Background: an optimization exercise with open tools, aiming at small area. Do not read the settings as production practice. Only simulation tests tie the RTL to the original design; equivalence was not proved. Power and IR drop assume default switching activity.

<file path="design/flow/design.v">
`timescale 1ns / 1ps
module main(
        input Reset,
        input oscillator,
        output reg [7:0] pc_sampled,
        input [7:0] instruction,
        output [6:0] LED1,
        output [6:0] LED2,
        output [6:0] LED3,
        output [6:0] LED4,
        output [6:0] LED5,
        output [6:0] LED6
    );
    wire CLK = oscillator;
    function [6:0] seg;
        input [3:0] v;
        case (v)
            4'h0: seg = 7'b1111110;
            4'h1: seg = 7'b0110000;
            4'h2: seg = 7'b1101101;
            4'h3: seg = 7'b1111001;
            4'h4: seg = 7'b0110011;
            4'h5: seg = 7'b1011011;
            4'h6: seg = 7'b1011111;
            4'h7: seg = 7'b1110000;
            4'h8: seg = 7'b1111111;
            4'h9: seg = 7'b1111011;
            4'hA: seg = 7'b1110111;
            4'hB: seg = 7'b0011111;
            4'hC: seg = 7'b1001110;
            4'hD: seg = 7'b0111101;
            4'hE: seg = 7'b1001111;
            default: seg = 7'b1000111;
        endcase
    endfunction
    wire [1:0] op  = instruction[7:6];
    wire [1:0] rs  = instruction[5:4];
    wire [1:0] rt  = instruction[3:2];
    wire [1:0] imm = instruction[1:0];
    wire is_add = (op == 2'b00);
    wire is_lw  = (op == 2'b01);
    wire is_sw  = (op == 2'b10);
    wire is_j   = (op == 2'b11);
    wire [7:0] ext = {{6{imm[1]}}, imm};
    reg [7:0] R0, R1, R2, R3;
    wire [7:0] A  = rs[1] ? (rs[0] ? R3 : R2) : (rs[0] ? R1 : R0);
    wire [7:0] Bt = rt[1] ? (rt[0] ? R3 : R2) : (rt[0] ? R1 : R0);
    wire [7:0] alu = A + ((op[1] ^ op[0]) ? ext : Bt);
    reg valid;
    always @(posedge CLK or posedge Reset)
        if (Reset) valid <= 1'b0;
        else       valid <= 1'b1;
    wire in_range = (alu[7:5] == 3'b000);
    wire [31:0] sel;
    wire [255:0] rd_terms;
    genvar i;
    generate
        for (i = 0; i < 32; i = i + 1) begin : g_word
            localparam [7:0] INIT = (i < 16) ? i : (16 - i);
            reg [7:0] memory;
            assign sel[i] = in_range && (alu[4:0] == i);
            wire we = is_sw && sel[i];
            always @(posedge CLK)
                memory <= we ? (Bt ^ INIT) : (memory & {8{valid}});
            assign rd_terms[i*8 +: 8] = {8{sel[i]}} & memory;
        end
    endgenerate
    reg [7:0] rd_x;
    integer k;
    always @(*) begin
        rd_x = 8'b0;
        for (k = 0; k < 32; k = k + 1) rd_x = rd_x | rd_terms[k*8 +: 8];
    end
    wire [7:0] init_rd = alu[4] ? (8'd16 - {3'b0, alu[4:0]}) : {4'b0, alu[3:0]};
    wire [7:0] rdata = (rd_x & {8{valid}}) ^ (in_range ? init_rd : 8'b0);
    wire [7:0] wd = is_lw ? rdata : alu;
    wire [1:0] wa = op[0] ? rt : imm;
    wire rwe = ~op[1];
    always @(posedge CLK or posedge Reset) begin
        if (Reset) begin
            R0 <= 8'b0; R1 <= 8'b0; R2 <= 8'b0; R3 <= 8'b0;
        end else if (rwe) begin
            case (wa)
                2'd0: R0 <= wd;
                2'd1: R1 <= wd;
                2'd2: R2 <= wd;
                default: R3 <= wd;
            endcase
        end
    end
    wire [7:0] npc = pc_sampled + (is_j ? ext + 8'd1 : 8'd1);
    always @(posedge CLK or posedge Reset)
        if (Reset) pc_sampled <= 8'b0;
        else       pc_sampled <= npc;
    wire [7:0] third = is_sw ? alu : is_j ? npc : {6'b0, wa};
    assign LED1 = seg(wd[7:4]);
    assign LED2 = seg(wd[3:0]);
    assign LED3 = is_sw ? seg(Bt[7:4]) : 7'b0000000;
    assign LED4 = is_sw ? seg(Bt[3:0]) : is_j ? 7'b1011000 : 7'b0000101;
    assign LED5 = seg(third[7:4]);
    assign LED6 = seg(third[3:0]);
endmodule
</file>
<file path="design/flow/run.sh">
#!/bin/bash
# synth_recipe.tcl (not shown) runs the flow's synth.tcl, then flattens the netlist and writes it again
# the make line also repeats each setting of config.mk as NAME=value (left out here)
make -C /OpenROAD-flow-scripts/flow DESIGN_CONFIG=/design/flow/config.mk WORK_HOME=/design/flow/orfs CLKGATE_MAP_FILE= SYNTH_SCRIPT=/design/flow/synth_recipe.tcl finish
</file>
<file path="design/flow/config.mk">
export PLATFORM = sky130hd
export DESIGN_NAME = main
export DESIGN_NICKNAME = main
export VERILOG_FILES = /design/flow/design.v
export SDC_FILE = /design/flow/constraint.sdc
export NUM_CORES = 4
export LEC_CHECK = 0
export CAP_MARGIN = 20
export CORE_MARGIN = 2
export CORE_UTILIZATION = 40
export SLEW_MARGIN = 20
</file>
<file path="design/flow/constraint.sdc">
create_clock -name core_clock -period 7.8 [get_ports {oscillator}]
set_input_delay 1.5600 -clock core_clock [delete_from_list [all_inputs] [get_ports {oscillator}]]
set_output_delay 1.5600 -clock core_clock [all_outputs]
set_load 0.01 [all_outputs]
</file>
==> results of run 1 <==
## layer usage
layer,global-route usage,vias up,part of all wire
li1,-,7610,-
met1,0.425,7772,0.43
met2,0.479,750,0.44
met3,0.0508,201,0.075
met4,0.168,2,0.056
met5,0,-,0.00015
## worst reg2reg max path: cells and delay by family, from the launching register on
kind            cells  cell delay, ns
compound gates      7            1.35
fa+ha+maj           2            0.60
buf+inv             6            0.87
simple gates        5            0.89
mux                 3            0.73
flops               1            0.40
## final cells by class
type,instances,area [µm²]
clock buffer,48,1000
clock inverter,12,185
fill,3573,17800
inverter,41,159
multi-input combinational,1424,10000
sequential,297,6150
tap,525,657
timing repair buffer,421,3570
## per-stage QoR
stage / total power [mW] / TNS, ns
global placement: 8.71 / -20.29
floorplan: 5.13 / -0.0288
global route: 12.3 / -4.49
CTS: 11.3 / -1.36
finish: 11.8 / -2.16
detailed placement: 8.74 / -20.26
## power breakdown
group,switching [mW],total (mW),internal [mW]
clock network,0.698,1.74,1.04
logic,4.55,8.28,3.72
registers,0.110,1.77,1.66
total,5.36,11.8,6.42
## placed cells by master, fill, tap and decap left out, types with 9 or more instances in the layout
master and count:
a22oi_1 35, nor3_1 24, o21ai_2 11, buf_2 13
a21oi_2 10, a22oi_2 15, clkbuf_16 35, dfrtp_1 40
ha_1 40, buf_4 318, mux2_2 21, inv_2 12
ha_4 16, mux4_2 10, o22ai_1 9, a22o_1 18
buf_6 28, and3_1 10, nand3_1 218, o21ai_0 283
inv_1 27, nand2_1 259, buf_12 16, clkdlybuf4s50_1 38
a31oi_1 16, mux2i_1 24, a32oi_1 10, nor2_1 69
nand4_1 14, a21oi_1 52, dfxtp_1 256
## cells by family (layout without fill, tap and decap cells)
| group | after synthesis | in the layout | share of synthesized area |
|---|---|---|---|
| xor gates and xnor gates | 20 | 20 | 0.0147 |
| muxes | 68 | 68 | 0.0539 |
| other | 1 | 1 | 0.000235 |
| adders and majority gates | 62 | 62 | 0.0495 |
| buffers and inverters | 206 | 522 | 0.0555 |
| and+or+nand+nor | 663 | 663 | 0.192 |
| DFF | 297 | 297 | 0.385 |
| AOI/OAI and AO/OA | 609 | 610 | 0.248 |
## worst min path at each step
stage                                    start  cells after the start  slack (ns)                   end
after floorplan           g_word[31].memory[4]                      2        0.44  g_word[31].memory[4]
after global placement    g_word[23].memory[0]                      2        0.45  g_word[23].memory[0]
after detailed placement  g_word[23].memory[0]                      2        0.46  g_word[23].memory[0]
after CTS                 g_word[23].memory[0]                      2        0.47  g_word[23].memory[0]
after global routing      g_word[23].memory[0]                      2        0.49  g_word[23].memory[0]
final                     g_word[23].memory[0]                      2        0.47  g_word[23].memory[0]
## flip-flops by register name, summed over array words and instances (netlist names)
signal         flops
R0                 8
R2                 8
g_word.memory    256
pc_sampled         8
R3                 8
valid              1
R1                 8
## timing repair
item                       in CTS  in global routing
buffers inserted               37                 11
pin swaps                      67                 25
gates resized for setup       232                 59
cloned                          2                  0
setup endpoints to repair      14                 14
==> flow_metrics.tcl, run 1 <==
set metrics [dict create \
    fin_ws_ns -0.248 \
    grt_overflow 0 \
    wl_per_cell_um 23.7 \
    drt_iter0_markers 1655 \
    htree_levels 2 \
    drt-total-wl_mm 65.6 \
    vias 16300 \
    reg2reg_from "R2[0]" \
    cts_tree "yes" \
    die_w_um 204 \
    p_leak_nw 8.20 \
    grt_pass1_wl_mm 98.6 \
    synth_cells 1926 \
    reg2reg_slack_ns 2.85 \
    hp-class "flop to flop" \
    cp_max_fo 7 \
    root_buffer "clkbuf_16" \
    area_growth_pct 36.3 \
    fin_nets 2291 \
    worstReg2RegEnd "R2[6]" \
    ant_nets 0 \
    pwr_density_cell_mw_per_mm2 542 \
    maxSlewHeadroom 0.342 \
    dpl.cell_count 2666 \
    yosys.area.top_type_share 0.321 \
    fin_crit_sh 1.03 \
    ys_async_sr_fraction 0.138 \
    drv_cap 0 \
    crit_path_start "instruction[3]" \
    fmaxAchievable_mhz 124 \
    syn-cell-area_mm2 0.0160 \
    whs_ns 0.468 \
    antenna_cells 0 \
    crit_slowest_cell "o41ai_4" \
    ys_types 104 \
    check.faults "setup timing" \
    first_pass_iters 5 \
    max_slew.worst_pin.slew_ns 0.988 \
    num_rows 73 \
    grt_pass1_vias 15600 \
    ys_ff_latch 297 \
    die_h_um 204 \
    crit_path_end "LED1[3]" \
    peakVddDrop_mv 0.569 \
    cp.required_ns 6.24 \
    drc_errors 0 \
    endpoint_kind "primary output" \
    clock-skew-final_ns 0.0264 \
    synthTopCellsByArea "dfxtp_1 32%, o21ai_0 9.3%, nand3_1 7.0%" \
    finalHoldViolCount 0 \
    clock_sinks 297 \
    drive_above_1_share 0.297 \
    stdcell_count 2768 \
    synth-warning-count 1 \
    crit_top_cell "buf_6" \
    synth_common_cells "296 x o21ai_0, 264 x nand2_1, 256 x dfxtp_1, 223 x nand3_1, 118 x clkbuf_1" \
    clockBufferDepth 3 \
    portBuffers 59 \
    ios 60 \
    setup_viol 14 \
    syn_nets 1998 \
    clk_pin_slew_ns 0.06 \
    avgSynthCellArea_um2 8.29 \
    max_stage_delay_ns 0.52 \
    synth_ff_type "dfxtp_1" \
    worst-path-buf-inv 8 \
    die_area_mm2 0.0415 \
    dpl-instance-area_mm2 0.0192 \
    min_period_ns 8.05 \
    cts.hold.buffers_added 0 \
    grt_start_max_net_pins 81 \
    cp.depth 26 \
    rsz0062_at_grt "yes" \
    maxSlewViolCount 0 \
    place_hpwl_mm 46.3 \
    synth_most_common_cell "o21ai_0" \
    place_congestion 0.989 \
    status "failed layout checks" \
    vias_per_cell 5.90 \
    crit_family "compound AO/OA/AOI/OAI gates" \
    yosysSeqAreaShare 0.385 \
    initial_utilization 0.404 \
    final_cell_area_mm2 0.0218 \
    pre_cts_slack_ns -1.60 \
    cts_buffers 34 \
    grtUsageTotal 0.314 \
    antenna_found_initial 1 \
    yosysTopAreaCell "dfxtp_1" \
    finish.utilization 0.550 \
    core_mm2 0.0395 \
    synth-edff-count 0 \
    worst-setup-path-type "input pin to primary output" \
    insertion_delay_ns 0.57 \
    r2r_cells 23 \
    critPathArrivalTime_ns 6.49 \
    setup.worst_path.start_class "input pin" \
]
==> run 2: changes to the inputs <==
--- a/design/flow/config.mk
+++ b/design/flow/config.mk
@@ -8,4 +8,5 @@
 export CAP_MARGIN = 20
 export CORE_MARGIN = 2
 export CORE_UTILIZATION = 40
+export GPL_TIMING_DRIVEN = 0
 export SLEW_MARGIN = 20
==> flow_metrics.tcl, run 2 <==
set metrics [dict create \
    vias_per_cell 6.44 \
    initial_utilization 0.404 \
    dpl-instance-area_mm2 0.0175 \
    yosys.area.top_type_share 0.321 \
    min_period_ns 8.95 \
    endpoint_kind "primary output" \
    stdcell_count 2647 \
    grt_start_max_net_pins 34 \
    crit_slowest_cell "a222oi_1" \
    setup_viol 14 \
    maxSlewHeadroom 0.176 \
    synth_top_family_by_area "compound AO/OA/AOI/OAI gates" \
    wl_met1_mm 32.4 \
    worst-setup-path-type "input pin to primary output" \
    die_w_um 204 \
    ant_nets 0 \
    hp-class "flop to flop" \
    grt_overflow 0 \
    peakVddDrop_mv 0.613 \
    route.met2.wl_mm 33.8 \
    htree_levels 2 \
    final_common_cell "o21ai_0" \
    synth_cells 1926 \
    syn-cell-area_mm2 0.0160 \
    crit_path_end "LED1[2]" \
    finalHoldViolCount 0 \
    vias 17000 \
    max_stage_delay_ns 0.63 \
    crit_path_start "instruction[3]" \
    fin_ws_ns -1.15 \
    synth_xor_area_frac 0.0147 \
    cts_buffers 35 \
    insertion_delay_ns 0.58 \
    drt_iter0_markers 2198 \
    whs_ns 0.476 \
    r2r_cells 18 \
    grtUsageTotal 0.378 \
    top_register "g_word.memory" \
    wl_met3_mm 8.54 \
    drv_cap 0 \
    dpl.cell_count 2509 \
    drt-total-wl_mm 79.9 \
    cp.required_ns 6.24 \
    core_mm2 0.0395 \
    reg2reg_from "R0[0]" \
    cp_max_fo 10 \
    synthSimpleGateAreaFrac 0.192 \
    grt_pass1_wl_mm 112 \
    synth-compound-area-share 0.248 \
    clock-skew-final_ns 0.0224 \
    area_growth_pct 27.2 \
    reg2reg_slack_ns 1.93 \
    synth_most_common_cell "o21ai_0" \
    antenna_found_initial 4 \
    clock_sinks 297 \
    largest_reg_flops 256 \
    synth_common_cells "296 x o21ai_0, 264 x nand2_1, 256 x dfxtp_1, 223 x nand3_1, 118 x clkbuf_1" \
    cts.hold.buffers_added 0 \
    synth-edff-count 0 \
    setup.worst_path.start_class "input pin" \
    place_hpwl_mm 58.8 \
    fin_crit_sh 1.15 \
    max_slew.worst_pin.slew_ns 1.23 \
    cts_tree "yes" \
    synthTopCellsByArea "dfxtp_1 32%, o21ai_0 9.3%, nand3_1 7.0%" \
    worstReg2RegEnd "g_word[7].memory[5]" \
    rsz0062_at_grt "yes" \
    check.faults "setup timing" \
    crit_top_cell "buf_4" \
    fin_nets 2164 \
    min_path_cells 2 \
    grt_pass1_vias 15700 \
    ios 60 \
    yosysSeqAreaShare 0.385 \
    pwr_density_cell_mw_per_mm2 545 \
    power.total_mw 11.1 \
    wl_per_cell_um 30.2 \
    synth_mux_area_frac 0.0539 \
    fmaxAchievable_mhz 112 \
    drive_above_1_share 0.195 \
    num_rows 73 \
    mostFrequentLayoutCells "289 x o21ai_0, 258 x nand2_1, 256 x dfxtp_1" \
    synth_ff_type "dfxtp_1" \
    ys_types 104 \
    synth-warning-count 1 \
    clk_pin_slew_ns 0.05 \
    ys_async_sr_fraction 0.138 \
    maxSlewViolCount 0 \
    portBuffers 56 \
    p_leak_nw 7.20 \
    syn_nets 1998 \
    final_cell_area_mm2 0.0203 \
    drc_errors 0 \
    root_buffer "clkbuf_16" \
    pre_cts_slack_ns -3.87 \
    routed.top_layer "met5" \
    place_congestion 1.03 \
    ys_ff_latch 297 \
    avgSynthCellArea_um2 8.29 \
    first_pass_iters 8 \
    die_h_um 204 \
    die_area_mm2 0.0415 \
    clockBufferDepth 3 \
    yosysTopAreaCell "dfxtp_1" \
    critPathArrivalTime_ns 7.39 \
    status "failed layout checks" \
    synthAdderAreaFrac 0.0495 \
]
run 2: logic make-up after synthesis:
logic type,after synthesis
buffers and inverters,206
AOI/OAI and AO/OA,609
muxes,68
xor gates and xnor gates,20
other,1
adders and majority gates,62
DFF,297
and+or+nand+nor,663
run 2: where the power goes:
| group | switching [mW] | total [mW] | internal, mW |
|---|---|---|---|
| Combinational | 4.94 | 7.55 | 2.61 |
| Sequential | 0.111 | 1.77 | 1.66 |
| Clock | 0.718 | 1.75 | 1.03 |
run 2: layer usage:
| layer | vias up | global-route usage |
|---|---|---|
| met5 | - | 0 |
| met4 | 4 | 0.222 |
| met1 | 8350 | 0.510 |
| li1 | 7382 | - |
| met2 | 1049 | 0.552 |
| met3 | 249 | 0.0823 |
run 2: area by class of cell:
cell class                      instances  area, µm²
Sequential cell                       297       6150
Tap cell                              525        657
Timing Repair inverter                  1       6.26
Clock buffer                           54       1040
Antenna cell                            4       10.0
Multi-Input combinational cell       1423       9920
Fill cell                            3803      19300
Buffer                                162       1010
Inverter                               41        190
Timing Repair Buffer                  131       1160
Clock inverter                          9        163
run 2: through the flow:
| stage | TNS (ns) | util |
|---|---|---|
| 2_1_floorplan | -0.0288 | - |
| 3_3_place_gp | -202.52 | 0.441 |
| 3_5_place_dp | -196.32 | 0.442 |
| 4_1_cts | -11.25 | 0.497 |
| 5_1_grt | -13.98 | 0.513 |
| 6_report | -12.84 | 0.513 |
run 2: worst max-delay path, delay by kind of cell:
| kind | cells | cell delay, ns |
|---|---|---|
| mux | 3 | 0.87 |
| simple gates | 7 | 1.05 |
| buf+inv | 9 | 1.43 |
| compound gates | 5 | 1.97 |
| fa+ha+maj | 2 | 0.46 |
run 2: repair_timing:
item,CTS,global route
endpoints found under the setup margin,150,21
gates cloned,1,0
resized for setup,214,88
buffers inserted,46,27
pin swaps,38,21
run 2: worst min-delay path by stage:
stage | to | start | slack (ns)
2_1_floorplan | g_word[31].memory[4] | g_word[31].memory[4] | 0.44
3_3_place_gp | g_word[14].memory[3] | g_word[14].memory[3] | 0.46
3_5_place_dp | g_word[22].memory[1] | g_word[22].memory[1] | 0.46
4_1_cts | g_word[31].memory[0] | g_word[31].memory[0] | 0.47
5_1_grt | g_word[14].memory[3] | g_word[14].memory[3] | 0.49
6_report | g_word[23].memory[1] | g_word[23].memory[1] | 0.48
==> run 3: changes to the inputs <==
--- a/design/flow/config.mk
+++ b/design/flow/config.mk
@@ -8,5 +8,6 @@
 export CAP_MARGIN = 20
 export CORE_MARGIN = 2
 export CORE_UTILIZATION = 40
+export CTS_BUF_LIST = sky130_fd_sc_hd__clkbuf_4 sky130_fd_sc_hd__clkbuf_8
 export GPL_TIMING_DRIVEN = 0
 export SLEW_MARGIN = 20
==> flow_metrics.tcl, run 3 <==
set metrics [dict create \
    status "failed layout checks" \
    check.faults "setup timing" \
    n_fill_cell 3881 \
    initial_utilization 0.404 \
    insertion_delay_ns 0.67 \
    power_frac_comb 0.674 \
    grt_pass1_wl_mm 112 \
    maxSlewHeadroom 0.166 \
    finalHoldViolCount 0 \
    peakVddDrop_mv 0.636 \
    cp_max_fo 10 \
    syn-cell-area_mm2 0.0160 \
    drive_above_1_share 0.196 \
    synth-warning-count 1 \
    grtUsageTotal 0.378 \
    top_register "g_word.memory" \
    clock_sinks 297 \
    hp-class "flop to flop" \
    p_leak_nw 7.10 \
    core_mm2 0.0395 \
    largest_reg_flops 256 \
    vias 17000 \
    ant_nets 0 \
    yosysTopAreaCell "dfxtp_1" \
    num_rows 73 \
    area_growth_pct 24.3 \
    synthTopCellsByArea "dfxtp_1 32%, o21ai_0 9.3%, nand3_1 7.0%" \
    maxSlewViolCount 0 \
    multi_input_area_mm2 0.00965 \
    grt_start_max_net_pins 34 \
    root_buffer "clkbuf_8" \
    finish.utilization 0.502 \
    hold_start "g_word[31].memory[0]" \
    reg2reg_from "R0[0]" \
    grt_pass1_vias 15900 \
    worst-setup-path-type "input pin to primary output" \
    endpoint_kind "primary output" \
    drc_errors 0 \
    cp.required_ns 6.24 \
    clockBufferDepth 3 \
    hold_end "g_word[31].memory[0]" \
    crit_top_cell "buf_4" \
    reg2reg_slack_ns 2.05 \
    setup_tns_ns -13.17 \
    critPathArrivalTime_ns 7.35 \
    avgSynthCellArea_um2 8.29 \
    stdcell_count 2661 \
    pwr_density_cell_mw_per_mm2 531 \
    p_seq_frac 0.168 \
    die_w_um 204 \
    wl_per_cell_um 29.8 \
    min_path_cells 2 \
    rsz0062_at_grt "yes" \
    grt_overflow 0 \
    swShare 0.529 \
    crit_slowest_cell "nor3_4" \
    ys_ff_latch 297 \
    mostFrequentLayoutCells "289 x o21ai_0, 257 x nand2_1, 256 x dfxtp_1" \
    fin_ws_ns -1.11 \
    htree_levels 2 \
    place_congestion 1.03 \
    drt-total-wl_mm 79.4 \
    r2r_cells 18 \
    max_slew.worst_pin.slew_ns 1.25 \
    clk_pin_slew_ns 0.06 \
    cts_buffers 53 \
    yosysSeqAreaShare 0.385 \
    ios 60 \
    synth-edff-count 0 \
    vias_per_cell 6.37 \
    max_stage_delay_ns 0.63 \
    fin_nets 2160 \
    synth_ff_type "dfxtp_1" \
    netSwitchingPower_mw 5.58 \
    ys_types 104 \
    synth_most_common_cell "o21ai_0" \
    die_h_um 204 \
    place_hpwl_mm 58.8 \
    fmaxAchievable_mhz 112 \
    syn_nets 1998 \
    final_common_cell "o21ai_0" \
    synth_cells 1926 \
    antenna_found_initial 5 \
    setup.worst_path.start_class "input pin" \
    cts_tree "yes" \
    first_pass_iters 6 \
    drv_cap 0 \
    synth_common_cells "296 x o21ai_0, 264 x nand2_1, 256 x dfxtp_1, 223 x nand3_1, 118 x clkbuf_1" \
    yosys.area.top_type_share 0.321 \
    portBuffers 56 \
    dpl.cell_count 2509 \
    min_period_ns 8.91 \
    setup_viol 14 \
    pwr-share-clk 0.158 \
    fin_crit_sh 1.14 \
    clock-skew-final_ns 0.0484 \
    intPower_mw 4.97 \
    drt_iter0_markers 2043 \
    layout.area.seq_mm2 0.00615 \
    ys_async_sr_fraction 0.138 \
    die_area_mm2 0.0415 \
    worstReg2RegEnd "g_word[7].memory[5]" \
]
[run 3: final cells by class]
| type | instances | share of cell area |
|---|---|---|
| multi-input cells | 1423 | 0.486 |
| flip-flops and latches | 297 | 0.310 |
| inverters | 41 | 0.00946 |
| repair buffers | 109 | 0.0485 |
| plain buffers | 162 | 0.0509 |
| diodes | 4 | 0.000504 |
| well taps | 525 | 0.0331 |
| repair inverters | 1 | 0.000315 |
| clock inverters | 14 | 0.00744 |
| clock buffers | 85 | 0.0536 |
[run 3: logic make-up after synthesis]
| group | after synthesis | synth area share |
|---|---|---|
| and+or+nand+nor | 663 | 0.192 |
| DFF | 297 | 0.385 |
| xor gates and xnor gates | 20 | 0.0147 |
| buffers and inverters | 206 | 0.0555 |
| muxes | 68 | 0.0539 |
| AOI/OAI and AO/OA | 609 | 0.248 |
| adders and majority gates | 62 | 0.0495 |
| other | 1 | 0.000235 |
[run 3: how the worst max path moves through the flow]
stage | end | startpoint | cells after the start
after global placement | LED1[3] | instruction[2] | 23
after CTS | LED1[3] | instruction[3] | 27
after global routing | LED1[3] | instruction[3] | 28
final | LED2[3] | instruction[3] | 27
after detailed placement | LED1[3] | instruction[2] | 24
after floorplan | LED1[3] | instruction[3] | 25
[run 3: critical path: cells and delay by family]
family	cells	cell delay, ns
multiplexers	4	0.94
buffers and inverters	9	1.61
adder cells (fa/ha/maj)	2	0.50
AND/OR/NAND/NOR	5	1.20
AO/OA/AOI/OAI	7	1.51
[run 3: per-layer routing]
layer	routed length (µm)	global-route usage	vias up
met2	33400	0.549	1048
met1	32300	0.508	8275
met4	5090	0.219	0
met3	8590	0.0946	259
li1	-	-	7381
met5	0	0	-
[run 3: through the flow]
| stage | total power [mW] | instance area [µm²] | hold WS, ns | worst slack (ns) |
|---|---|---|---|---|
| 2_1_floorplan | 5.13 | 16200 | 0.436 | -0.0288 |
| 3_3_place_gp | 7.69 | 17400 | 0.457 | -4.10 |
| 3_5_place_dp | 7.69 | 17500 | 0.464 | -3.87 |
| 4_1_cts | 10.1 | 19600 | 0.475 | -0.959 |
| 5_1_grt | 10.8 | 19800 | 0.491 | -1.24 |
| 6_report | 10.5 | 19800 | 0.473 | -1.11 |
[run 3: timing repair]
| action | in CTS | in global routing |
|---|---|---|
| gates cloned | 1 | 0 |
| hold buffers | 0 | 0 |
| pin swaps | 38 | 8 |
| gates resized for setup | 214 | 37 |
| setup buffers | 43 | 9 |
| endpoints found under the setup margin | 114 | 21 |
[run 3: power groups by stage]
stage | combinational, mW | sequential (mW) | clock, mW
2_1_floorplan | 3.36 | 1.77 | 0
3_3_place_gp | 5.90 | 1.79 | 0
3_5_place_dp | 5.90 | 1.80 | 0
4_1_cts | 6.65 | 1.77 | 1.67
5_1_grt | 7.26 | 1.79 | 1.74
6_report | 7.11 | 1.77 | 1.67

-- port drivers added, routing unchanged --
The results above use ideal ports. As a check the final layouts listed here were re-extracted and re-timed, cells and wires unchanged. Step 1 (the two cells are an assumption about what drives the block):
set clk [get_ports {oscillator}]
set_driving_cell -lib_cell sky130_fd_sc_hd__clkbuf_16 $clk
set_driving_cell -lib_cell sky130_fd_sc_hd__buf_2 [delete_from_list [all_inputs] $clk]
Step 2 times the ports against the registers' clock, not the clock port: input delays grow and output delays shrink by t, the midpoint of the rising clock arrivals with the driver on. Three values: ideal ports, drivers, drivers and shift; two values: the first two.
| run | t, ns | setup WS [ns] | latest minus earliest clock arrival (ns) | worst register clock-pin slew, ns |
|---|---|---|---|---|
| run 1 | 0.614 | -0.248 / -0.297 / -0.297 | 0.030 / 0.030 | 0.07 / 0.07 |
| run 2 | 0.621 | -1.152 / -1.221 / -1.221 | 0.037 / 0.037 | 0.06 / 0.06 |
| run 3 | 0.707 | -1.111 / -1.164 / -1.164 | 0.054 / 0.055 | 0.07 / 0.07 |
For run 2, which loses most, drivers alone change the setup slack by -0.069 ns; drivers and shift together by -0.069 ns.
